Context: an optimization exercise on an open-source flow, tuned for small area and a short achievable clock period. The choices shown serve that exercise and are no tape-out recipe. RTL that was checked went through simulation tests only; none was proved equivalent to the original. No functional check of the RTL was part of run 2.

==> flow/design.v (outline; a module is shown in full before it is edited, if it fits) <==
// module winograd: 4010 lines
// module wino_ha: 6 lines
// module wino_nand: 5 lines
// module wino_nandn: 5 lines
// module wino_nor: 5 lines
// module wino_x2: 5 lines
// module wino_xn: 5 lines
// module wino_fa: 6 lines
// module winograd_top: 28 lines
module winograd_top(clk, rst_n, in_valid,
    inp10, inp11, inp12, inp13, inp20, inp21, inp22, inp23,
    inp30, inp31, inp32, inp33, inp40, inp41, inp42, inp43,
    ker10, ker11, ker12, ker20, ker21, ker22, ker30, ker31, ker32,
    out_valid, out10, out11, out20, out21);
  // ...
==> flow/flow/run.sh <==
#!/bin/bash
# Own layout flow: the standard flow (standard.sh) with two changes:
#  - the port buffers use a small buffer cell (buf_1) instead of the default choice;
#  - timing repair aims for 11.0 ns of setup slack, i.e. it works on every path
#    longer than 4.5 ns (the clock period stays 15.5 ns).
export BUFFER_PORTS_ARGS="-buffer_cell sky130_fd_sc_hd__buf_1"
export SETUP_SLACK_MARGIN=11.0
bash standard.sh > standard.log 2>&1
==> flow/standard.sh <==
#!/bin/bash
# synth_recipe.tcl (not shown) runs the flow's synth.tcl, then flattens the netlist and writes it again
# the make line also repeats each setting of config.mk as NAME=value (left out here)
make -C /OpenROAD-flow-scripts/flow DESIGN_CONFIG=/design/flow/config.mk WORK_HOME=/design/flow/orfs CLKGATE_MAP_FILE= SYNTH_SCRIPT=/design/flow/synth_recipe.tcl "${@:-finish}"
==> flow/config.mk <==
export PLATFORM = sky130hd
export DESIGN_NAME = winograd_top
export DESIGN_NICKNAME = winograd_top
export VERILOG_FILES = /design/flow/design.v
export SDC_FILE = /design/flow/constraint.sdc
export NUM_CORES = 4
export LEC_CHECK = 0
export CAP_MARGIN = 20
export CORE_MARGIN = 2
export CORE_UTILIZATION = 60
export CTS_CLUSTER_DIAMETER = 100
export CTS_CLUSTER_SIZE = 25
export SLEW_MARGIN = 20
export SYNTH_HIERARCHICAL = 1
==> flow/constraint.sdc <==
create_clock -name core_clock -period 15.5 [get_ports {clk}]
set_input_delay 3.1000 -clock core_clock [delete_from_list [all_inputs] [get_ports {clk}]]
set_output_delay 3.1000 -clock core_clock [all_outputs]
set_load 0.01 [all_outputs]
==> results.txt, run 1 <==
- Area of the mapped netlist: 27200 um^2
- Die height: roughly 220 um
- Starting Density: around three fifths
- Vias per std cell: 5.17
- CTS resizes: slightly above 60
- CTS H-tree lvls: 1
- Multi-input gate count: about 1.7k
- Most frequent cell after synthesis: fa_1
- Syn Nets: between 3k and 4k
- FF+latch count, synth: 375
- Max FFs per register: 3
- CP Cell Sequence: inv_1, fa_1, fa_2, fa_1, fa_1, fa_1, nand2_1, fa_1, fa_1, xnor2_1, xnor2_1
- Met3 Wirelength: 4630 um
- Launching element type of the critical path: register
- Layout clock area frac: 2.05%
- Endpoints failing setup: 0
- Drc violations: 0
- Outcome: no timing/DRC/antenna violations
- Routed wire length: approximately 74000 um
- Clock latency on the worst-skew pair: 0.56 ns
- Register Area: 7590 um^2
- Post-CTS Hold Buffers: 0
- Vias in the first global route: 18.1k
- Worst Hold Endpoint: core.r3_n2297$_DFF_P_
- CP Depth: 11
- Slowest CP cell: fa_1
- Clock Root Buffer: clkbuf_16
- TAP cells: approximately 600
- Synth Area in Simple Gates: 8.39%
- Fraction of registers with async set/reset: 0%
- CP Data Required Time: 15.99 ns
==> run 2: changes to the inputs <==
--- a/flow/design.v
+++ b/flow/design.v
@@ -158,13 +158,11 @@
 reg r1_inp12_0;
 reg r1_inp12_2;
 reg r1_inp12_3;
-reg r1_n398;
-reg r1_n401;
-reg r1_n400;
 reg r1_inp12_4;
 reg r1_inp22_4;
 reg r1_inp32_4;
 reg r1_n402;
+reg r1_n404;
 reg r1_inp12_5;
 reg r1_inp22_5;
 reg r1_inp32_5;
@@ -173,24 +171,20 @@
 reg r1_inp42_0;
 reg r1_inp42_2;
 reg r1_inp42_3;
-reg r1_n430;
-reg r1_n433;
-reg r1_n432;
 reg r1_inp42_4;
 reg r1_n434;
+reg r1_n436;
 reg r1_inp42_5;
 reg r1_n445;
 reg r1_n451;
 reg r1_inp11_0;
 reg r1_inp11_2;
 reg r1_inp11_3;
-reg r1_n462;
-reg r1_n465;
-reg r1_n464;
 reg r1_inp11_4;
 reg r1_inp21_4;
 reg r1_inp31_4;
 reg r1_n466;
+reg r1_n468;
 reg r1_inp11_5;
 reg r1_inp21_5;
 reg r1_inp31_5;
@@ -199,11 +193,9 @@
 reg r1_inp41_0;
 reg r1_inp41_2;
 reg r1_inp41_3;
-reg r1_n494;
-reg r1_n497;
-reg r1_n496;
 reg r1_inp41_4;
 reg r1_n498;
+reg r1_n500;
 reg r1_inp41_5;
 reg r1_n509;
 reg r1_n515;
@@ -215,12 +207,12 @@
 reg r1_n529;
 reg r1_n528;
 reg r1_inp10_4;
-reg r1_inp20_4;
-reg r1_inp30_4;
 reg r1_n530;
+reg r1_n533;
 reg r1_inp10_5;
 reg r1_inp20_5;
 reg r1_inp30_5;
+reg r1_n534;
 reg r1_n541;
 reg r1_n547;
 reg r1_inp40_0;
@@ -232,7 +224,9 @@
 reg r1_n560;
 reg r1_inp40_4;
 reg r1_n562;
+reg r1_n565;
 reg r1_inp40_5;
+reg r1_n566;
 reg r1_n573;
 reg r1_n579;
 reg r1_n519;
@@ -244,6 +238,8 @@
 reg r1_n399;
 reg r1_n586;
 reg r1_n527;
+reg r1_n467;
+reg r1_n403;
 reg r1_n327;
 reg r1_n331;
 reg r1_n617;
@@ -257,6 +253,8 @@
 reg r1_n431;
 reg r1_n650;
 reg r1_n559;
+reg r1_n499;
+reg r1_n435;
 reg r1_n363;
 reg r1_n681;
 reg r1_n367;
@@ -274,8 +272,7 @@
 reg r1_n798;
 reg r1_n818;
 reg r1_n615;
-reg r2_n937;
-reg r2_n942;
+reg r2_n945;
 reg r2_n952;
 reg r2_n960;
 reg r2_n953;
@@ -283,19 +280,16 @@
 reg r2_n976;
 reg r2_n977;
 reg r1_n583;
-reg r2_n1034;
-reg r2_n1039;
+reg r2_n1042;
 reg r2_n1049;
 reg r2_n1057;
 reg r2_n1050;
 reg r2_n1059;
-reg r2_n1060;
-reg r2_n1072;
 reg r2_n1073;
+reg r2_n1074;
+reg r1_n1078;
 reg r1_n679;
-reg r2_n1269;
-reg r2_n1272;
-reg r2_n1280;
+reg r2_n1283;
 reg r2_n1290;
 reg r2_n1298;
 reg r2_n1291;
@@ -303,9 +297,7 @@
 reg r2_n1314;
 reg r2_n1315;
 reg r1_n647;
-reg r2_n1360;
-reg r2_n1363;
-reg r2_n1371;
+reg r2_n1374;
 reg r2_n1381;
 reg r2_n1389;
 reg r2_n1382;
@@ -314,93 +306,94 @@
 reg r2_n1406;
 reg r1_n1410;
 reg r1_n1411;
-reg r2_n936;
-reg r2_n1536;
+reg r1_n1412;
 reg r2_n1544;
+reg r2_n944;
+reg r2_n1282;
 reg r2_n1537;
+reg r2_n1539;
 reg r2_n1556;
 reg r2_n1570;
 reg r2_n1586;
-reg r2_n1033;
-reg r2_n1635;
 reg r2_n1643;
+reg r2_n1373;
+reg r2_n1041;
 reg r2_n1636;
+reg r2_n1638;
 reg r2_n1655;
 reg r2_n1669;
 reg r2_n1685;
-reg r2_n1629;
-reg r2_n1721;
+reg r2_n1724;
+reg r2_n1538;
 reg r2_n1729;
+reg r2_n1637;
 reg r2_n1739;
 reg r2_n1730;
 reg r2_n1753;
 reg r2_n1769;
-reg r2_n1770;
-reg r2_n1787;
+reg r2_n1788;
 reg r2_n1831;
 reg r2_n1839;
 reg r2_n1832;
 reg r2_n1851;
 reg r2_n1865;
-reg r2_n1881;
-reg r2_n1866;
-reg r2_n1931;
+reg r2_n1882;
 reg r2_n1932;
+reg r2_n1934;
 reg r2_n1939;
 reg r2_n1951;
 reg r2_n1965;
 reg r2_n1981;
-reg r2_n2030;
 reg r2_n2031;
+reg r2_n2033;
 reg r2_n2038;
 reg r2_n2050;
 reg r2_n2064;
 reg r2_n2080;
-reg r2_n2113;
-reg r2_n2116;
-reg r2_n1925;
-reg r2_n2024;
-reg r2_n2124;
-reg r2_n2117;
+reg r2_n2121;
+reg r2_n1933;
+reg r2_n2126;
+reg r2_n2032;
 reg r2_n2136;
+reg r2_n2127;
 reg r2_n2150;
 reg r2_n2166;
-reg r2_n2167;
-reg r2_n2184;
-reg r2_n2222;
-reg r2_n2219;
-reg r2_n2230;
-reg r2_n2223;
+reg r2_n2185;
+reg r2_n2232;
+reg r2_n2227;
 reg r2_n2242;
+reg r2_n2233;
 reg r2_n2256;
 reg r2_n2272;
-reg r2_n2273;
-reg r2_n2290;
-reg r2_n1825;
+reg r2_n2291;
+reg r3_n1886;
 reg r3_n2172;
+reg r2_n1723;
 reg r3_n1723;
-reg r3_n2300;
+reg r3_n2248;
+reg r3_n2298;
+reg r3_n2301;
+reg r3_n1733;
+reg r3_n1775;
+reg r2_n2120;
+reg r3_n2120;
+reg r2_n2226;
 reg r3_n2226;
-reg r3_n2296;
+reg r3_n2278;
 reg r3_n1745;
+reg r3_n2142;
+reg r2_n2297;
+reg r3_n2297;
+reg r3_n2299;
 reg r3_n2156;
+reg r3_n1793;
 reg r3_n1759;
-reg r3_n2298;
-reg r3_n2297;
+reg r3_n2130;
 reg r3_n2236;
-reg r3_n1886;
-reg r3_n2278;
-reg r3_n2248;
-reg r3_n2120;
+reg r3_n2300;
+reg r3_n2296;
 reg r3_n2262;
 reg r3_n2190;
-reg r3_n2299;
-reg r3_n2142;
-reg r3_n1733;
-reg r3_n1793;
-reg r3_n1775;
-reg r3_n2130;
-reg r3_n2301;
 wire n1, n2;
 wino_ha u_n2(ker10[0], ker30[0], n1, n2);
 wire n3, n4;
@@ -867,11 +860,11 @@
 wire n401, n402;
 wino_fa u_n402(inp12[3], ~inp22[3], inp32[3], n401, n402);
 wire n403, n404;
-wino_fa u_n404(r1_n398, r1_n401, r1_n400, n403, n404);
+wino_fa u_n404(n398, n401, n400, n403, n404);
 wire n405, n406;
 wino_fa u_n406(r1_inp12_4, ~r1_inp22_4, r1_inp32_4, n405, n406);
 wire n407, n408;
-wino_fa u_n408(r1_n402, n405, n404, n407, n408);
+wino_fa u_n408(r1_n402, n405, r1_n404, n407, n408);
 wire n409, n410;
 wino_fa u_n410(r1_inp12_5, ~r1_inp22_5, r1_inp32_5, n409, n410);
 wire n411, n412;
@@ -905,11 +898,11 @@
 wire n433, n434;
 wino_fa u_n434(inp22[3], inp32[3], ~inp42[3], n433, n434);
 wire n435, n436;
-wino_fa u_n436(r1_n430, r1_n433, r1_n432, n435, n436);
+wino_fa u_n436(n430, n433, n432, n435, n436);
 wire n437, n438;
 wino_fa u_n438(r1_inp22_4, r1_inp32_4, ~r1_inp42_4, n437, n438);
 wire n439, n440;
-wino_fa u_n440(r1_n434, n437, n436, n439, n440);
+wino_fa u_n440(r1_n434, n437, r1_n436, n439, n440);
 wire n441, n442;
 wino_fa u_n442(r1_inp22_5, r1_inp32_5, ~r1_inp42_5, n441, n442);
 wire n443, n444;
@@ -942,11 +935,11 @@
 wire n465, n466;
 wino_fa u_n466(inp11[3], ~inp21[3], inp31[3], n465, n466);
 wire n467, n468;
-wino_fa u_n468(r1_n462, r1_n465, r1_n464, n467, n468);
+wino_fa u_n468(n462, n465, n464, n467, n468);
 wire n469, n470;
 wino_fa u_n470(r1_inp11_4, ~r1_inp21_4, r1_inp31_4, n469, n470);
 wire n471, n472;
-wino_fa u_n472(r1_n466, n469, n468, n471, n472);
+wino_fa u_n472(r1_n466, n469, r1_n468, n471, n472);
 wire n473, n474;
 wino_fa u_n474(r1_inp11_5, ~r1_inp21_5, r1_inp31_5, n473, n474);
 wire n475, n476;
@@ -980,11 +973,11 @@
 wire n497, n498;
 wino_fa u_n498(inp21[3], inp31[3], ~inp41[3], n497, n498);
 wire n499, n500;
-wino_fa u_n500(r1_n494, r1_n497, r1_n496, n499, n500);
+wino_fa u_n500(n494, n497, n496, n499, n500);
 wire n501, n502;
 wino_fa u_n502(r1_inp21_4, r1_inp31_4, ~r1_inp41_4, n501, n502);
 wire n503, n504;
-wino_fa u_n504(r1_n498, n501, n500, n503, n504);
+wino_fa u_n504(r1_n498, n501, r1_n500, n503, n504);
 wire n505, n506;
 wino_fa u_n506(r1_inp21_5, r1_inp31_5, ~r1_inp41_5, n505, n506);
 wire n507, n508;
@@ -1019,13 +1012,13 @@
 wire n531, n532;
 wino_fa u_n532(r1_n526, r1_n529, r1_n528, n531, n532);
 wire n533, n534;
-wino_fa u_n534(r1_inp10_4, ~r1_inp20_4, r1_inp30_4, n533, n534);
+wino_fa u_n534(inp10[4], ~inp20[4], inp30[4], n533, n534);
 wire n535, n536;
-wino_fa u_n536(r1_n530, n533, n532, n535, n536);
+wino_fa u_n536(r1_n530, r1_n533, n532, n535, n536);
 wire n537, n538;
 wino_fa u_n538(r1_inp10_5, ~r1_inp20_5, r1_inp30_5, n537, n538);
 wire n539, n540;
-wino_fa u_n540(n534, n537, n536, n539, n540);
+wino_fa u_n540(r1_n534, n537, n536, n539, n540);
 wire n541, n542;
 wino_fa u_n542(inp10[6], ~inp20[6], inp30[6], n541, n542);
 wire n543, n544;
@@ -1057,13 +1050,13 @@
 wire n563, n564;
 wino_fa u_n564(r1_n558, r1_n561, r1_n560, n563, n564);
 wire n565, n566;
-wino_fa u_n566(r1_inp20_4, r1_inp30_4, ~r1_inp40_4, n565, n566);
+wino_fa u_n566(inp20[4], inp30[4], ~inp40[4], n565, n566);
 wire n567, n568;
-wino_fa u_n568(r1_n562, n565, n564, n567, n568);
+wino_fa u_n568(r1_n562, r1_n565, n564, n567, n568);
 wire n569, n570;
 wino_fa u_n570(r1_inp20_5, r1_inp30_5, ~r1_inp40_5, n569, n570);
 wire n571, n572;
-wino_fa u_n572(n566, n569, n568, n571, n572);
+wino_fa u_n572(r1_n566, n569, n568, n571, n572);
 wire n573, n574;
 wino_fa u_n574(inp20[6], inp30[6], ~inp40[6], n573, n574);
 wire n575, n576;
@@ -1091,7 +1084,7 @@
 wire n591, n592;
 wino_fa u_n592(r1_n527, ~n589, n588, n591, n592);
 wire n593, n594;
-wino_fa u_n594(n467, n403, n590, n593, n594);
+wino_fa u_n594(r1_n467, r1_n403, n590, n593, n594);
 wire n595, n596;
 wino_fa u_n596(n531, ~n593, n592, n595, n596);
 wire n597, n598;
@@ -1128,9 +1121,9 @@
 wire n623, n624;
 wino_fa u_n624(~r1_n399, n620, n621, n623, n624);
 wire n625, n626;
-wino_fa u_n626(n467, n339, n622, n625, n626);
+wino_fa u_n626(r1_n467, n339, n622, n625, n626);
 wire n627, n628;
-wino_fa u_n628(~n403, n624, n625, n627, n628);
+wino_fa u_n628(~r1_n403, n624, n625, n627, n628);
 wire n629, n630;
 wino_fa u_n630(n471, n343, n626, n629, n630);
 wire n631, n632;
@@ -1166,7 +1159,7 @@
 wire n655, n656;
 wino_fa u_n656(~r1_n559, n652, n653, n655, n656);
 wire n657, n658;
-wino_fa u_n658(n499, n435, n654, n657, n658);
+wino_fa u_n658(r1_n499, r1_n435, n654, n657, n658);
 wire n659, n660;
 wino_fa u_n660(~n563, n656, n657, n659, n660);
 wire n661, n662;
@@ -1204,9 +1197,9 @@
 wire n687, n688;
 wino_fa u_n688(~r1_n431, n684, n685, n687, n688);
 wire n689, n690;
-wino_fa u_n690(n499, n371, n686, n689, n690);
+wino_fa u_n690(r1_n499, n371, n686, n689, n690);
 wire n691, n692;
-wino_fa u_n692(~n435, n688, n689, n691, n692);
+wino_fa u_n692(~r1_n435, n688, n689, n691, n692);
 wire n693, n694;
 wino_fa u_n694(n503, n375, n690, n693, n694);
 wire n695, n696;
@@ -1568,8 +1561,8 @@
 wire n942, n943;
 wino_fa u_n943(n938, n935, n940, n942, n943);
 wire n944, n945;
-wino_xn u_n944(r2_n942, r2_n937, n944);
-wino_nor u_n945(r2_n942, ~r2_n937, n945);
+wino_xn u_n944(n942, n937, n944);
+wino_nor u_n945(n942, ~n937, n945);
 wire n946, n947;
 wino_fa u_n947(n908, n913, n902, n946, n947);
 wire n948, n949;
@@ -1579,8 +1572,8 @@
 wire n952, n953;
 wino_fa u_n953(n948, n943, n950, n952, n953);
 wire n954, n955;
-wino_xn u_n954(r2_n952, n945, n954);
-wino_nor u_n955(r2_n952, ~n945, n955);
+wino_xn u_n954(r2_n952, r2_n945, n954);
+wino_nor u_n955(r2_n952, ~r2_n945, n955);
 wire n956, n957;
 wino_fa u_n957(n914, n909, n918, n956, n957);
 wire n958, n959;
@@ -1726,8 +1719,8 @@
 wire n1039, n1040;
 wino_fa u_n1040(n1035, n1032, n1037, n1039, n1040);
 wire n1041, n1042;
-wino_xn u_n1041(r2_n1039, r2_n1034, n1041);
-wino_nor u_n1042(r2_n1039, ~r2_n1034, n1042);
+wino_xn u_n1041(n1039, n1034, n1041);
+wino_nor u_n1042(n1039, ~n1034, n1042);
 wire n1043, n1044;
 wino_fa u_n1044(n1010, n1005, n1014, n1043, n1044);
 wire n1045, n1046;
@@ -1737,8 +1730,8 @@
 wire n1049, n1050;
 wino_fa u_n1050(n1045, n1040, n1047, n1049, n1050);
 wire n1051, n1052;
-wino_x2 u_n1051(r2_n1049, n1042, n1051);
-wino_nor u_n1052(r2_n1049, ~n1042, n1052);
+wino_x2 u_n1051(r2_n1049, r2_n1042, n1051);
+wino_nor u_n1052(r2_n1049, ~r2_n1042, n1052);
 wire n1053, n1054;
 wino_fa u_n1054(n1011, n1015, n1006, n1053, n1054);
 wire n1055, n1056;
@@ -1771,15 +1764,15 @@
 wire n1073;
 wino_xn u_n1073(n1058, n1071, n1073);
 wire n1074;
-wino_xn u_n1074(r2_n1060, r2_n1072, n1074);
+wino_xn u_n1074(n1060, n1072, n1074);
 wire n1075;
-wino_x2 u_n1075(r2_n1073, n1074, n1075);
+wino_x2 u_n1075(r2_n1073, r2_n1074, n1075);
 wire n1076;
 wino_xn u_n1076(n1062, n1075, n1076);
 wire n1077;
 wino_x2 u_n1077(n1064, n1076, n1077);
 wire n1078;
-wino_nand u_n1078(r1_n17, r1_n327, n1078);
+wino_nand u_n1078(n17, n327, n1078);
 wire n1079;
 wino_nand u_n1079(r1_n17, r1_n331, n1079);
 wire n1080;
@@ -1835,8 +1828,8 @@
 wire n1105;
 wino_nand u_n1105(n29, r1_n327, n1105);
 wire n1106, n1107;
-wino_xn u_n1106(n1078, n1079, n1106);
-wino_nor u_n1107(n1078, n1079, n1107);
+wino_xn u_n1106(r1_n1078, n1079, n1106);
+wino_nor u_n1107(r1_n1078, n1079, n1107);
 wire n1108, n1109;
 wino_ha u_n1109(n1085, n1106, n1108, n1109);
 wire n1110, n1111;
@@ -2103,8 +2096,8 @@
 wire n1272, n1273;
 wino_fa u_n1273(n1249, n1267, n1270, n1272, n1273);
 wire n1274, n1275;
-wino_x2 u_n1274(r2_n1272, r2_n1269, n1274);
-wino_nor u_n1275(r2_n1272, ~r2_n1269, n1275);
+wino_x2 u_n1274(n1272, n1269, n1274);
+wino_nor u_n1275(n1272, ~n1269, n1275);
 wire n1276, n1277;
 wino_fa u_n1277(n1245, n1239, n1250, n1276, n1277);
 wire n1278, n1279;
@@ -2112,8 +2105,8 @@
 wire n1280, n1281;
 wino_fa u_n1281(n1276, n1273, n1278, n1280, n1281);
 wire n1282, n1283;
-wino_xn u_n1282(r2_n1280, n1275, n1282);
-wino_nor u_n1283(r2_n1280, ~n1275, n1283);
+wino_xn u_n1282(n1280, n1275, n1282);
+wino_nor u_n1283(n1280, ~n1275, n1283);
 wire n1284, n1285;
 wino_fa u_n1285(n1246, n1251, n1240, n1284, n1285);
 wire n1286, n1287;
@@ -2123,8 +2116,8 @@
 wire n1290, n1291;
 wino_fa u_n1291(n1286, n1281, n1288, n1290, n1291);
 wire n1292, n1293;
-wino_xn u_n1292(r2_n1290, n1283, n1292);
-wino_nor u_n1293(r2_n1290, ~n1283, n1293);
+wino_xn u_n1292(r2_n1290, r2_n1283, n1292);
+wino_nor u_n1293(r2_n1290, ~r2_n1283, n1293);
 wire n1294, n1295;
 wino_fa u_n1295(n1252, n1247, n1256, n1294, n1295);
 wire n1296, n1297;
@@ -2249,8 +2242,8 @@
 wire n1363, n1364;
 wino_fa u_n1364(n1340, n1358, n1361, n1363, n1364);
 wire n1365, n1366;
-wino_x2 u_n1365(r2_n1363, r2_n1360, n1365);
-wino_nor u_n1366(r2_n1363, ~r2_n1360, n1366);
+wino_x2 u_n1365(n1363, n1360, n1365);
+wino_nor u_n1366(n1363, ~n1360, n1366);
 wire n1367, n1368;
 wino_fa u_n1368(n1336, n1330, n1341, n1367, n1368);
 wire n1369, n1370;
@@ -2258,8 +2251,8 @@
 wire n1371, n1372;
 wino_fa u_n1372(n1367, n1364, n1369, n1371, n1372);
 wire n1373, n1374;
-wino_xn u_n1373(r2_n1371, n1366, n1373);
-wino_nor u_n1374(r2_n1371, ~n1366, n1374);
+wino_xn u_n1373(n1371, n1366, n1373);
+wino_nor u_n1374(n1371, ~n1366, n1374);
 wire n1375, n1376;
 wino_fa u_n1376(n1337, n1342, n1331, n1375, n1376);
 wire n1377, n1378;
@@ -2269,8 +2262,8 @@
 wire n1381, n1382;
 wino_fa u_n1382(n1377, n1372, n1379, n1381, n1382);
 wire n1383, n1384;
-wino_xn u_n1383(r2_n1381, n1374, n1383);
-wino_nor u_n1384(r2_n1381, ~n1374, n1384);
+wino_xn u_n1383(r2_n1381, r2_n1374, n1383);
+wino_nor u_n1384(r2_n1381, ~r2_n1374, n1384);
 wire n1385, n1386;
 wino_fa u_n1386(n1343, n1338, n1347, n1385, n1386);
 wire n1387, n1388;
@@ -2315,7 +2308,7 @@
 wire n1411;
 assign n1411 = ~n359;
 wire n1412;
-wino_nand u_n1412(r1_n1410, r1_n1411, n1412);
+wino_nand u_n1412(n1410, n1411, n1412);
 wire n1413;
 wino_nand u_n1413(r1_n1410, r1_n363, n1413);
 wire n1414;
@@ -2371,8 +2364,8 @@
 wire n1439;
 wino_nand u_n1439(n45, r1_n1411, n1439);
 wire n1440, n1441;
-wino_xn u_n1440(n1412, n1413, n1440);
-wino_nor u_n1441(n1412, n1413, n1441);
+wino_xn u_n1440(r1_n1412, n1413, n1440);
+wino_nor u_n1441(r1_n1412, n1413, n1441);
 wire n1442, n1443;
 wino_ha u_n1443(n1419, n1440, n1442, n1443);
 wire n1444, n1445;
@@ -2518,7 +2511,7 @@
 wire n1536, n1537;
 wino_fa u_n1537(~n1534, n1529, n1531, n1536, n1537);
 wire n1538, n1539;
-wino_fa u_n1539(r2_n936, n1274, r2_n1536, n1538, n1539);
+wino_fa u_n1539(n936, n1274, n1536, n1538, n1539);
 wire n1540, n1541;
 wino_xn u_n1540(n1501, n1506, n1540);
 wino_nor u_n1541(n1501, n1506, n1541);
@@ -2527,9 +2520,9 @@
 wire n1544, n1545;
 wino_fa u_n1545(n1510, n1535, n1542, n1544, n1545);
 wire n1546, n1547;
-wino_fa u_n1547(r2_n1544, n944, n1282, n1546, n1547);
+wino_fa u_n1547(r2_n1544, r2_n944, r2_n1282, n1546, n1547);
 wire n1548, n1549;
-wino_fa u_n1549(r2_n1537, n1539, ~n1546, n1548, n1549);
+wino_fa u_n1549(r2_n1537, r2_n1539, ~n1546, n1548, n1549);
 wire n1550, n1551;
 wino_x2 u_n1550(n1541, n1507, n1550);
 wino_nandn u_n1551(n1541, n1507, n1551);
@@ -2667,7 +2660,7 @@
 wire n1635, n1636;
 wino_fa u_n1636(~n1633, n1628, n1630, n1635, n1636);
 wire n1637, n1638;
-wino_fa u_n1638(n1365, r2_n1033, r2_n1635, n1637, n1638);
+wino_fa u_n1638(n1365, n1033, n1635, n1637, n1638);
 wire n1639, n1640;
 wino_xn u_n1639(n1600, n1605, n1639);
 wino_nor u_n1640(n1600, n1605, n1640);
@@ -2676,9 +2669,9 @@
 wire n1643, n1644;
 wino_fa u_n1644(n1609, n1634, n1641, n1643, n1644);
 wire n1645, n1646;
-wino_fa u_n1646(r2_n1643, n1373, n1041, n1645, n1646);
+wino_fa u_n1646(r2_n1643, r2_n1373, r2_n1041, n1645, n1646);
 wire n1647, n1648;
-wino_fa u_n1648(r2_n1636, n1638, ~n1645, n1647, n1648);
+wino_fa u_n1648(r2_n1636, r2_n1638, ~n1645, n1647, n1648);
 wire n1649, n1650;
 wino_x2 u_n1649(n1640, n1606, n1649);
 wino_nandn u_n1650(n1640, n1606, n1650);
@@ -2794,8 +2787,8 @@
 wire n1721, n1722;
 wino_fa u_n1722(n1719, n1716, n1530, n1721, n1722);
 wire n1723, n1724;
-wino_xn u_n1723(r2_n1629, r2_n1721, n1723);
-wino_nor u_n1724(r2_n1629, ~r2_n1721, n1724);
+wino_xn u_n1723(n1629, n1721, n1723);
+wino_nor u_n1724(n1629, ~n1721, n1724);
 wire n1725, n1726;
 wino_fa u_n1726(n1691, n1696, ~n1718, n1725, n1726);
 wire n1727, n1728;
@@ -2803,10 +2796,10 @@
 wire n1729, n1730;
 wino_fa u_n1730(n1720, ~n1727, n1722, n1729, n1730);
 wire n1731, n1732;
-wino_fa u_n1732(n1724, n1538, r2_n1729, n1731, n1732);
+wino_fa u_n1732(r2_n1724, r2_n1538, r2_n1729, n1731, n1732);
 wire n1733, n1734;
-wino_xn u_n1733(n1637, n1731, n1733);
-wino_nor u_n1734(n1637, ~n1731, n1734);
+wino_xn u_n1733(r2_n1637, n1731, n1733);
+wino_nor u_n1734(r2_n1637, ~n1731, n1734);
 wire n1735, n1736;
 wino_fa u_n1736(n1692, n1697, n1701, n1735, n1736);
 wire n1737, n1738;
@@ -2875,9 +2868,9 @@
 wire n1787;
 wino_x2 u_n1787(n1785, n1786, n1787);
 wire n1788;
-wino_xn u_n1788(r2_n1770, r2_n1787, n1788);
+wino_xn u_n1788(n1770, n1787, n1788);
 wire n1789;
-wino_x2 u_n1789(n1788, n1689, n1789);
+wino_x2 u_n1789(r2_n1788, n1689, n1789);
 wire n1790;
 wino_xn u_n1790(n1590, n1789, n1790);
 wire n1791;
@@ -2932,7 +2925,7 @@
 wino_xn u_n1815(n1619, n1520, n1815);
 wino_nor u_n1816(n1619, ~n1520, n1816);
 wire n1817, n1818;
-wino_fa u_n1818(n1078, n1412, ~n1816, n1817, n1818);
+wino_fa u_n1818(r1_n1078, r1_n1412, ~n1816, n1817, n1818);
 wire n1819, n1820;
 wino_fa u_n1820(n1817, n1524, n1623, n1819, n1820);
 wire n1821, n1822;
@@ -2948,7 +2941,7 @@
 wire n1831, n1832;
 wino_fa u_n1832(~n1829, n1824, n1826, n1831, n1832);
 wire n1833, n1834;
-wino_fa u_n1834(n1538, n1637, r2_n1831, n1833, n1834);
+wino_fa u_n1834(r2_n1538, r2_n1637, r2_n1831, n1833, n1834);
 wire n1835, n1836;
 wino_fa u_n1836(n1796, n1801, n1805, n1835, n1836);
 wire n1837, n1838;
@@ -3008,9 +3001,9 @@
 wire n1881;
 wino_x2 u_n1881(n1879, n1880, n1881);
 wire n1882;
-wino_xn u_n1882(r2_n1881, r2_n1866, n1882);
+wino_xn u_n1882(n1881, n1866, n1882);
 wire n1883;
-wino_x2 u_n1883(n1882, n1689, n1883);
+wino_x2 u_n1883(r2_n1882, n1689, n1883);
 wire n1884;
 wino_xn u_n1884(n1590, n1868, n1884);
 wire n1885;
@@ -3096,7 +3089,7 @@
 wire n1931, n1932;
 wino_fa u_n1932(~n1929, n1924, n1926, n1931, n1932);
 wire n1933, n1934;
-wino_fa u_n1934(n1274, ~r2_n936, r2_n1931, n1933, n1934);
+wino_fa u_n1934(n1274, ~n936, n1931, n1933, n1934);
 wire n1935, n1936;
 wino_xn u_n1935(n1896, n1901, n1935);
 wino_nor u_n1936(n1896, n1901, n1936);
@@ -3105,9 +3098,9 @@
 wire n1939, n1940;
 wino_fa u_n1940(n1905, n1930, n1937, n1939, n1940);
 wire n1941, n1942;
-wino_fa u_n1942(r2_n1932, n944, n1934, n1941, n1942);
+wino_fa u_n1942(r2_n1932, r2_n944, r2_n1934, n1941, n1942);
 wire n1943, n1944;
-wino_fa u_n1944(r2_n1939, n1282, ~n1941, n1943, n1944);
+wino_fa u_n1944(r2_n1939, r2_n1282, ~n1941, n1943, n1944);
 wire n1945, n1946;
 wino_x2 u_n1945(n1936, n1902, n1945);
 wino_nandn u_n1946(n1936, n1902, n1946);
@@ -3245,7 +3238,7 @@
 wire n2030, n2031;
 wino_fa u_n2031(~n2028, n2023, n2025, n2030, n2031);
 wire n2032, n2033;
-wino_fa u_n2033(n1365, ~r2_n1033, r2_n2030, n2032, n2033);
+wino_fa u_n2033(n1365, ~n1033, n2030, n2032, n2033);
 wire n2034, n2035;
 wino_xn u_n2034(n1995, n2000, n2034);
 wino_nor u_n2035(n1995, n2000, n2035);
@@ -3254,9 +3247,9 @@
 wire n2038, n2039;
 wino_fa u_n2039(n2004, n2029, n2036, n2038, n2039);
 wire n2040, n2041;
-wino_fa u_n2041(r2_n2031, n1041, n2033, n2040, n2041);
+wino_fa u_n2041(r2_n2031, r2_n1041, r2_n2033, n2040, n2041);
 wire n2042, n2043;
-wino_fa u_n2043(r2_n2038, n1373, ~n2040, n2042, n2043);
+wino_fa u_n2043(r2_n2038, r2_n1373, ~n2040, n2042, n2043);
 wire n2044, n2045;
 wino_x2 u_n2044(n2035, n2001, n2044);
 wino_nandn u_n2045(n2035, n2001, n2045);
@@ -3373,21 +3366,21 @@
 wire n2116, n2117;
 wino_fa u_n2117(~n2085, n2114, n2111, n2116, n2117);
 wire n2118, n2119;
-wino_fa u_n2119(r2_n2113, r2_n2116, r2_n1925, n2118, n2119);
+wino_fa u_n2119(n2113, n2116, n1925, n2118, n2119);
 wire n2120, n2121;
-wino_xn u_n2120(r2_n2024, n2118, n2120);
-wino_nor u_n2121(r2_n2024, ~n2118, n2121);
+wino_xn u_n2120(n2024, n2118, n2120);
+wino_nor u_n2121(n2024, ~n2118, n2121);
 wire n2122, n2123;
 wino_fa u_n2123(n2086, n2091, ~n2115, n2122, n2123);
 wire n2124, n2125;
 wino_fa u_n2125(n1191, ~n853, n2122, n2124, n2125);
 wire n2126, n2127;
-wino_fa u_n2127(~r2_n2124, r2_n2117, n2119, n2126, n2127);
+wino_fa u_n2127(~n2124, n2117, n2119, n2126, n2127);
 wire n2128, n2129;
-wino_fa u_n2129(n2121, n1933, n2126, n2128, n2129);
+wino_fa u_n2129(r2_n2121, r2_n1933, r2_n2126, n2128, n2129);
 wire n2130, n2131;
-wino_xn u_n2130(n2032, n2128, n2130);
-wino_nor u_n2131(n2032, ~n2128, n2131);
+wino_xn u_n2130(r2_n2032, n2128, n2130);
+wino_nor u_n2131(r2_n2032, ~n2128, n2131);
 wire n2132, n2133;
 wino_fa u_n2133(n2087, n2092, n2096, n2132, n2133);
 wire n2134, n2135;
@@ -3395,7 +3388,7 @@
 wire n2136, n2137;
 wino_fa u_n2137(n1197, ~n859, n2134, n2136, n2137);
 wire n2138, n2139;
-wino_fa u_n2139(~r2_n2136, n2127, n2129, n2138, n2139);
+wino_fa u_n2139(~r2_n2136, r2_n2127, n2129, n2138, n2139);
 wire n2140, n2141;
 wino_fa u_n2141(n2131, n2138, n2042, n2140, n2141);
 wire n2142, n2143;
@@ -3456,9 +3449,9 @@
 wire n2184;
 wino_x2 u_n2184(n2182, n2183, n2184);
 wire n2185;
-wino_xn u_n2185(r2_n2167, r2_n2184, n2185);
+wino_xn u_n2185(n2167, n2184, n2185);
 wire n2186;
-wino_xn u_n2186(n2185, n1985, n2186);
+wino_xn u_n2186(r2_n2185, n1985, n2186);
 wire n2187;
 wino_x2 u_n2187(n2084, n2186, n2187);
 wire n2188;
@@ -3513,8 +3506,8 @@
 wino_xn u_n2212(n2014, n1915, n2212);
 wino_nor u_n2213(n2014, ~n1915, n2213);
 wire n2214, n2215;
-wino_xn u_n2214(n1412, n1078, n2214);
-wino_nandn u_n2215(n1412, n1078, n2215);
+wino_xn u_n2214(r1_n1412, r1_n1078, n2214);
+wino_nandn u_n2215(r1_n1412, r1_n1078, n2215);
 wire n2216, n2217;
 wino_fa u_n2217(n2214, n1919, n2018, n2216, n2217);
 wire n2218, n2219;
@@ -3525,21 +3518,21 @@
 wire n2222, n2223;
 wino_fa u_n2223(n1108, ~n2220, n2217, n2222, n2223);
 wire n2224, n2225;
-wino_fa u_n2225(r2_n1925, r2_n2024, r2_n2222, n2224, n2225);
+wino_fa u_n2225(n1925, n2024, n2222, n2224, n2225);
 wire n2226, n2227;
-wino_xn u_n2226(n2224, r2_n2219, n2226);
-wino_nor u_n2227(n2224, ~r2_n2219, n2227);
+wino_xn u_n2226(n2224, n2219, n2226);
+wino_nor u_n2227(n2224, ~n2219, n2227);
 wire n2228, n2229;
 wino_fa u_n2229(n2192, n2197, ~n2221, n2228, n2229);
 wire n2230, n2231;
 wino_fa u_n2231(~n1448, n1114, n2228, n2230, n2231);
 wire n2232, n2233;
-wino_fa u_n2233(r2_n2230, r2_n2223, n2225, n2232, n2233);
+wino_fa u_n2233(n2230, n2223, n2225, n2232, n2233);
 wire n2234, n2235;
-wino_fa u_n2235(n1933, n2032, n2232, n2234, n2235);
+wino_fa u_n2235(r2_n1933, r2_n2032, r2_n2232, n2234, n2235);
 wire n2236, n2237;
-wino_xn u_n2236(n2234, n2227, n2236);
-wino_nor u_n2237(n2234, ~n2227, n2237);
+wino_xn u_n2236(n2234, r2_n2227, n2236);
+wino_nor u_n2237(n2234, ~r2_n2227, n2237);
 wire n2238, n2239;
 wino_fa u_n2239(n2193, n2198, n2202, n2238, n2239);
 wire n2240, n2241;
@@ -3547,7 +3540,7 @@
 wire n2242, n2243;
 wino_fa u_n2243(~n1456, n1122, n2240, n2242, n2243);
 wire n2244, n2245;
-wino_fa u_n2245(r2_n2242, n2233, n2235, n2244, n2245);
+wino_fa u_n2245(r2_n2242, r2_n2233, n2235, n2244, n2245);
 wire n2246, n2247;
 wino_fa u_n2247(n2237, n1943, n2042, n2246, n2247);
 wire n2248, n2249;
@@ -3608,9 +3601,9 @@
 wire n2290;
 wino_x2 u_n2290(n2288, n2289, n2290);
 wire n2291;
-wino_xn u_n2291(r2_n2273, r2_n2290, n2291);
+wino_xn u_n2291(n2273, n2290, n2291);
 wire n2292;
-wino_x2 u_n2292(n2291, n1985, n2292);
+wino_x2 u_n2292(r2_n2291, n1985, n2292);
 wire n2293;
 wino_x2 u_n2293(n2084, n2292, n2293);
 wire n2294;
@@ -3620,7 +3613,7 @@
 wire n2296;
 wino_x2 u_n2296(n2295, n2279, n2296);
 wire n2297;
-assign n2297 = ~r2_n1825;
+assign n2297 = ~n1825;
 wire n2298;
 assign n2298 = ~n1833;
 wire n2299;
@@ -3759,13 +3752,11 @@
   r1_inp12_0 <= inp12[0];
   r1_inp12_2 <= inp12[2];
   r1_inp12_3 <= inp12[3];
-  r1_n398 <= n398;
-  r1_n401 <= n401;
-  r1_n400 <= n400;
   r1_inp12_4 <= inp12[4];
   r1_inp22_4 <= inp22[4];
   r1_inp32_4 <= inp32[4];
   r1_n402 <= n402;
+  r1_n404 <= n404;
   r1_inp12_5 <= inp12[5];
   r1_inp22_5 <= inp22[5];
   r1_inp32_5 <= inp32[5];
@@ -3774,24 +3765,20 @@
   r1_inp42_0 <= inp42[0];
   r1_inp42_2 <= inp42[2];
   r1_inp42_3 <= inp42[3];
-  r1_n430 <= n430;
-  r1_n433 <= n433;
-  r1_n432 <= n432;
   r1_inp42_4 <= inp42[4];
   r1_n434 <= n434;
+  r1_n436 <= n436;
   r1_inp42_5 <= inp42[5];
   r1_n445 <= n445;
   r1_n451 <= n451;
   r1_inp11_0 <= inp11[0];
   r1_inp11_2 <= inp11[2];
   r1_inp11_3 <= inp11[3];
-  r1_n462 <= n462;
-  r1_n465 <= n465;
-  r1_n464 <= n464;
   r1_inp11_4 <= inp11[4];
   r1_inp21_4 <= inp21[4];
   r1_inp31_4 <= inp31[4];
   r1_n466 <= n466;
+  r1_n468 <= n468;
   r1_inp11_5 <= inp11[5];
   r1_inp21_5 <= inp21[5];
   r1_inp31_5 <= inp31[5];
@@ -3800,11 +3787,9 @@
   r1_inp41_0 <= inp41[0];
   r1_inp41_2 <= inp41[2];
   r1_inp41_3 <= inp41[3];
-  r1_n494 <= n494;
-  r1_n497 <= n497;
-  r1_n496 <= n496;
   r1_inp41_4 <= inp41[4];
   r1_n498 <= n498;
+  r1_n500 <= n500;
   r1_inp41_5 <= inp41[5];
   r1_n509 <= n509;
   r1_n515 <= n515;
@@ -3816,12 +3801,12 @@
   r1_n529 <= n529;
   r1_n528 <= n528;
   r1_inp10_4 <= inp10[4];
-  r1_inp20_4 <= inp20[4];
-  r1_inp30_4 <= inp30[4];
   r1_n530 <= n530;
+  r1_n533 <= n533;
   r1_inp10_5 <= inp10[5];
   r1_inp20_5 <= inp20[5];
   r1_inp30_5 <= inp30[5];
+  r1_n534 <= n534;
   r1_n541 <= n541;
   r1_n547 <= n547;
   r1_inp40_0 <= inp40[0];
@@ -3833,7 +3818,9 @@
   r1_n560 <= n560;
   r1_inp40_4 <= inp40[4];
   r1_n562 <= n562;
+  r1_n565 <= n565;
   r1_inp40_5 <= inp40[5];
+  r1_n566 <= n566;
   r1_n573 <= n573;
   r1_n579 <= n579;
   r1_n519 <= n519;
@@ -3845,6 +3832,8 @@
   r1_n399 <= n399;
   r1_n586 <= n586;
   r1_n527 <= n527;
+  r1_n467 <= n467;
+  r1_n403 <= n403;
   r1_n327 <= n327;
   r1_n331 <= n331;
   r1_n617 <= n617;
@@ -3858,6 +3847,8 @@
   r1_n431 <= n431;
   r1_n650 <= n650;
   r1_n559 <= n559;
+  r1_n499 <= n499;
+  r1_n435 <= n435;
   r1_n363 <= n363;
   r1_n681 <= n681;
   r1_n367 <= n367;
@@ -3875,8 +3866,7 @@
   r1_n798 <= n798;
   r1_n818 <= n818;
   r1_n615 <= n615;
-  r2_n937 <= n937;
-  r2_n942 <= n942;
+  r2_n945 <= n945;
   r2_n952 <= n952;
   r2_n960 <= n960;
   r2_n953 <= n953;
@@ -3884,19 +3874,16 @@
   r2_n976 <= n976;
   r2_n977 <= n977;
   r1_n583 <= n583;
-  r2_n1034 <= n1034;
-  r2_n1039 <= n1039;
+  r2_n1042 <= n1042;
   r2_n1049 <= n1049;
   r2_n1057 <= n1057;
   r2_n1050 <= n1050;
   r2_n1059 <= n1059;
-  r2_n1060 <= n1060;
-  r2_n1072 <= n1072;
   r2_n1073 <= n1073;
+  r2_n1074 <= n1074;
+  r1_n1078 <= n1078;
   r1_n679 <= n679;
-  r2_n1269 <= n1269;
-  r2_n1272 <= n1272;
-  r2_n1280 <= n1280;
+  r2_n1283 <= n1283;
   r2_n1290 <= n1290;
   r2_n1298 <= n1298;
   r2_n1291 <= n1291;
@@ -3904,9 +3891,7 @@
   r2_n1314 <= n1314;
   r2_n1315 <= n1315;
   r1_n647 <= n647;
-  r2_n1360 <= n1360;
-  r2_n1363 <= n1363;
-  r2_n1371 <= n1371;
+  r2_n1374 <= n1374;
   r2_n1381 <= n1381;
   r2_n1389 <= n1389;
   r2_n1382 <= n1382;
@@ -3915,93 +3900,94 @@
   r2_n1406 <= n1406;
   r1_n1410 <= n1410;
   r1_n1411 <= n1411;
-  r2_n936 <= n936;
-  r2_n1536 <= n1536;
+  r1_n1412 <= n1412;
   r2_n1544 <= n1544;
+  r2_n944 <= n944;
+  r2_n1282 <= n1282;
   r2_n1537 <= n1537;
+  r2_n1539 <= n1539;
   r2_n1556 <= n1556;
   r2_n1570 <= n1570;
   r2_n1586 <= n1586;
-  r2_n1033 <= n1033;
-  r2_n1635 <= n1635;
   r2_n1643 <= n1643;
+  r2_n1373 <= n1373;
+  r2_n1041 <= n1041;
   r2_n1636 <= n1636;
+  r2_n1638 <= n1638;
   r2_n1655 <= n1655;
   r2_n1669 <= n1669;
   r2_n1685 <= n1685;
-  r2_n1629 <= n1629;
-  r2_n1721 <= n1721;
+  r2_n1724 <= n1724;
+  r2_n1538 <= n1538;
   r2_n1729 <= n1729;
+  r2_n1637 <= n1637;
   r2_n1739 <= n1739;
   r2_n1730 <= n1730;
   r2_n1753 <= n1753;
   r2_n1769 <= n1769;
-  r2_n1770 <= n1770;
-  r2_n1787 <= n1787;
+  r2_n1788 <= n1788;
   r2_n1831 <= n1831;
   r2_n1839 <= n1839;
   r2_n1832 <= n1832;
   r2_n1851 <= n1851;
   r2_n1865 <= n1865;
-  r2_n1881 <= n1881;
-  r2_n1866 <= n1866;
-  r2_n1931 <= n1931;
+  r2_n1882 <= n1882;
   r2_n1932 <= n1932;
+  r2_n1934 <= n1934;
   r2_n1939 <= n1939;
   r2_n1951 <= n1951;
   r2_n1965 <= n1965;
   r2_n1981 <= n1981;
-  r2_n2030 <= n2030;
   r2_n2031 <= n2031;
+  r2_n2033 <= n2033;
   r2_n2038 <= n2038;
   r2_n2050 <= n2050;
   r2_n2064 <= n2064;
   r2_n2080 <= n2080;
-  r2_n2113 <= n2113;
-  r2_n2116 <= n2116;
-  r2_n1925 <= n1925;
-  r2_n2024 <= n2024;
-  r2_n2124 <= n2124;
-  r2_n2117 <= n2117;
+  r2_n2121 <= n2121;
+  r2_n1933 <= n1933;
+  r2_n2126 <= n2126;
+  r2_n2032 <= n2032;
   r2_n2136 <= n2136;
+  r2_n2127 <= n2127;
   r2_n2150 <= n2150;
   r2_n2166 <= n2166;
-  r2_n2167 <= n2167;
-  r2_n2184 <= n2184;
-  r2_n2222 <= n2222;
-  r2_n2219 <= n2219;
-  r2_n2230 <= n2230;
-  r2_n2223 <= n2223;
+  r2_n2185 <= n2185;
+  r2_n2232 <= n2232;
+  r2_n2227 <= n2227;
   r2_n2242 <= n2242;
+  r2_n2233 <= n2233;
   r2_n2256 <= n2256;
   r2_n2272 <= n2272;
-  r2_n2273 <= n2273;
-  r2_n2290 <= n2290;
-  r2_n1825 <= n1825;
+  r2_n2291 <= n2291;
+  r3_n1886 <= n1886;
   r3_n2172 <= n2172;
-  r3_n1723 <= n1723;
-  r3_n2300 <= n2300;
-  r3_n2226 <= n2226;
-  r3_n2296 <= n2296;
+  r2_n1723 <= n1723;
+  r3_n1723 <= r2_n1723;
+  r3_n2248 <= n2248;
+  r3_n2298 <= n2298;
+  r3_n2301 <= n2301;
+  r3_n1733 <= n1733;
+  r3_n1775 <= n1775;
+  r2_n2120 <= n2120;
+  r3_n2120 <= r2_n2120;
+  r2_n2226 <= n2226;
+  r3_n2226 <= r2_n2226;
+  r3_n2278 <= n2278;
   r3_n1745 <= n1745;
+  r3_n2142 <= n2142;
+  r2_n2297 <= n2297;
+  r3_n2297 <= r2_n2297;
+  r3_n2299 <= n2299;
   r3_n2156 <= n2156;
+  r3_n1793 <= n1793;
   r3_n1759 <= n1759;
-  r3_n2298 <= n2298;
-  r3_n2297 <= n2297;
+  r3_n2130 <= n2130;
   r3_n2236 <= n2236;
-  r3_n1886 <= n1886;
-  r3_n2278 <= n2278;
-  r3_n2248 <= n2248;
-  r3_n2120 <= n2120;
+  r3_n2300 <= n2300;
+  r3_n2296 <= n2296;
   r3_n2262 <= n2262;
   r3_n2190 <= n2190;
-  r3_n2299 <= n2299;
-  r3_n2142 <= n2142;
-  r3_n1733 <= n1733;
-  r3_n1793 <= n1793;
-  r3_n1775 <= n1775;
-  r3_n2130 <= n2130;
-  r3_n2301 <= n2301;
 end
 assign out10 = {r3_n1793, r3_n1793, r3_n1793, r3_n1775, r3_n1759, r3_n1745, r3_n1733, r3_n1723};
 assign out11 = {r3_n1886, r3_n1886, r3_n1886, r3_n2301, r3_n2300, r3_n2299, r3_n2298, r3_n2297};
==> results.txt, run 2 <==
- Outcome: no timing/DRC/antenna violations
- Min Tclk post-route: 4.48 ns
- Routed wire length: 74300 um (+1.0%)
- Fraction of layout cells with a size suffix above 1: about a tenth
- CTS H-tree lvls: 1 (unchanged)
- Initial antenna violation count: 1
- Die width: 216 um
- Vias in the first global route: 18.1k (+0.40%)
- Area of the mapped netlist: 27000 um^2 (-0.50%)
- Clock Root Buffer: clkbuf_16
- CTS clk-pin slew, worst paths: 0.10 ns
- Start point of the critical path: ker10[0]
- Num Clock Sinks: approximately 370
- Final core occ: about two thirds
- Total die area: 46800 um^2
- Endpoints failing setup: 0 (unchanged)
- Largest net degree at the start of global routing: 26
- Slew @ Worst Pin: 0.823 ns
- Slew Viols, Final: 0
- Synth top area cells: fa_1 (44%), dfxtp_1 (27%), xor2_1 (10%)
- Most frequent cells in the layout: fa_1 (484), nand2_1 (453), dfxtp_1 (334)
- Setup TNS Final: 0 ns
- Max FFs per register: 3 (unchanged)
- Fraction of registers with async set/reset: 0% (unchanged)
- Crit Path Max Fanout: 3
- Fin crit share: 28.9%
- HP Class: reg -> reg
- Core ar.: ~44000 um^2
- Final ANT Viol Nets: 0
- CTS tree: done
- Warnings, synthesis: 8
- Final Skew: 0.0362 ns
- Netlist cell types: 11
- Overflow after GRT: 0
- Final Hold Slack: ~0.33 ns
- Most common cell after layout, fill and taps aside: fa_1
- Max-Cap Viols: 0
- Total GRT Usage: 33.2%
- Hold Vio Cnt, Final: 0
- Clock latency on the worst-skew pair: 0.58 ns (+0.02 ns)
- WL per Instance: 23.4 um
- Nature of the critical path endpoint: register
- Mapped Avg Cell Area: roughly 12 um^2
- Launching element type of the critical path: input pin
- Synth Flop Type: dfxtp_1
- Most frequent cell after synthesis: fa_1
- First-pass GRT wire length: 110000 um
- Yosys top cell area share: about 44%
- Core Rows: 77
- Num CTS Buffers: 20
- Post-CTS Hold Buffers: 0 (unchanged)
- Crit Path Category: in -> reg
- Top achievable clock speed: 223 MHz
- Nets: 3398
- Number of flops mapped to enable cells by yosys: 0
- Synth Instances: 2313
- CP Data Required Time: 16.02 ns (+0.03 ns)
- Rel. slew slack: ~45%
- Initial DRC count: 1225
- Vias per std cell: 5.21 (+0.75%)
- R2R Path End: core.r2_n1074$_DFF_P_
- Worst r2r src: core.r1_ker10_4$_DFF_P_
- Drc violations: 0 (unchanged)
- Area Growth Syn to Fin: 10.9%
- Post-synthesis sequential area ratio: 27.2%
- Port Buf Inserts: 235
- Crit path DAT: 5.00 ns
- Placed cell count: ~3.1k
- Register-to-Register Path Depth: 10
- RSZ-0062 raised after global routing: yes
- Detailed Routing Iterations Pass 1: 5
- Synth area leader: fa_1
- Via Count: 16.5k
- Top reg by flops: vld
- GPL Wtd Cong: 1.00
- Top post-synthesis cells by count: fa_1 (593), nand2_1 (456), dfxtp_1 (368), xor2_1 (310), inv_1 (251)
- Syn Nets: 3138 (-0.19%)
- Die height: 216 um (-0.25%)
- FF+latch count, synth: 368 (-1.9%)
- Worst setup path end: core.r1_n37$_DFF_P_
- DP HPWL: 66200 um
- Post-Layout Cell Count: 3171
- R2R setup slack: 11.06 ns
- Io pins: approximately 240
- Largest buffer count on any clock path: 3
- Starting Density: 61.0% (about the same)
## run 2: cell types whose count changed after synthesis
cell and delta:
dfxtp_1 -7, inv_1 +1
## run 2: area by class of cell
class | instances | area, um^2
repair buffers | 270 | 1150
clock inverters | 6 | 72.6
inverters | 251 | 945
multi-input cells | 1662 | 19100
diodes | 1 | 2.50
well taps | 592 | 741
fillers | 3398 | 14300
clock buffers | 21 | 526
flip-flops and latches | 368 | 7440
## run 2: cell families after synthesis
| family | count (synthesis) | synth area share (%) |
|---|---|---|
| flops | 368 | 27.2 |
| buf+inv | 283 | 4.37 |
| simple gates | 585 | 8.43 |
| xor+xnor | 455 | 14.7 |
| fa+ha+maj | 622 | 45.2 |
## run 2: per-stage QoR
stage	instance area (um^2)	worst slack, ns
4_1_cts	29400	10.95
6_report	30000	11.03
5_1_grt	30000	10.95
2_1_floorplan	27100	10.69
3_5_place_dp	28500	10.31
3_3_place_gp	28500	10.35
## run 2: worst min-delay path by stage
stage | start | to | cells after the start
floorplan | core.r2_n1723$_DFF_P_ | core.r3_n1723$_DFF_P_ | 0
global placement | core.r2_n1723$_DFF_P_ | core.r3_n1723$_DFF_P_ | 0
detailed placement | core.r2_n2297$_DFF_P_ | core.r3_n2297$_DFF_P_ | 0
CTS | core.r2_n2297$_DFF_P_ | core.r3_n2297$_DFF_P_ | 0
global route | core.r2_n2297$_DFF_P_ | core.r3_n2297$_DFF_P_ | 0
finish | core.r2_n2297$_DFF_P_ | core.r3_n2297$_DFF_P_ | 0
## run 2: worst max-delay path, cell delays in order
cell	delay, ns
buf_1	0.26
ha_4	0.19
fa_2	0.47
fa_1	0.43
fa_2	0.55
## run 2: repair_timing
item                       4_1_cts  5_1_grt
resized for setup               79      105
pin swaps                       20       35
buffers inserted                11       24
setup endpoints to repair       64       42
## run 2: Yosys stat by module (local to each module, per instance)
module        flip-flops and latches  times used  cells  cell area (um^2)
winograd                         365           1    648              8490
wino_x2                            0         310      1              8.76
wino_nand                          0         456      1              3.75
winograd_top                       3           1      6              78.8
wino_xn                            0         145      1              8.76
wino_ha                            0          29      1              12.5
wino_fa                            0         593      1              20.0
wino_nandn                         0          31      1              6.26
wino_nor                           0          95      1              3.75
## run 2: per-layer routing
metal	part of all wire [%]	wire (um)	GRT usage [%]
met5	0	0	0
met4	6.3	4670	16.6
met2	47	35200	54.2
met1	38	28600	43.6
met3	7.9	5860	5.29

## static timing again, ports no longer ideal
In the flow no input, the clock included, has a driving cell. The finished layouts below were timed again as built, in two steps.
Step 1 assumes that a clkbuf_16 drives the clock port and a buf_2 every other input.
Step 2, shift: input delay + t, output delay - t, t = (earliest + latest rising clock arrival at the registers) / 2. This alone moves slack from input paths to output paths.
Three values: no drivers, after step 1, after step 2; two values: the first two.
run | shift t [ns] | slack for setup (ns) | hold slack, ns
run 1 | 0.609 | 11.052 / 11.052 / 10.484 | 0.375 / 0.375 / 0.375
run 2 | 0.617 | 11.025 / 11.057 / 10.440 | 0.333 / 0.333 / 0.333
After both steps setup and hold are still met in every run listed. The setup slack of run 2, which loses most, moves by +0.032 ns with the drivers and by -0.585 ns with both steps.
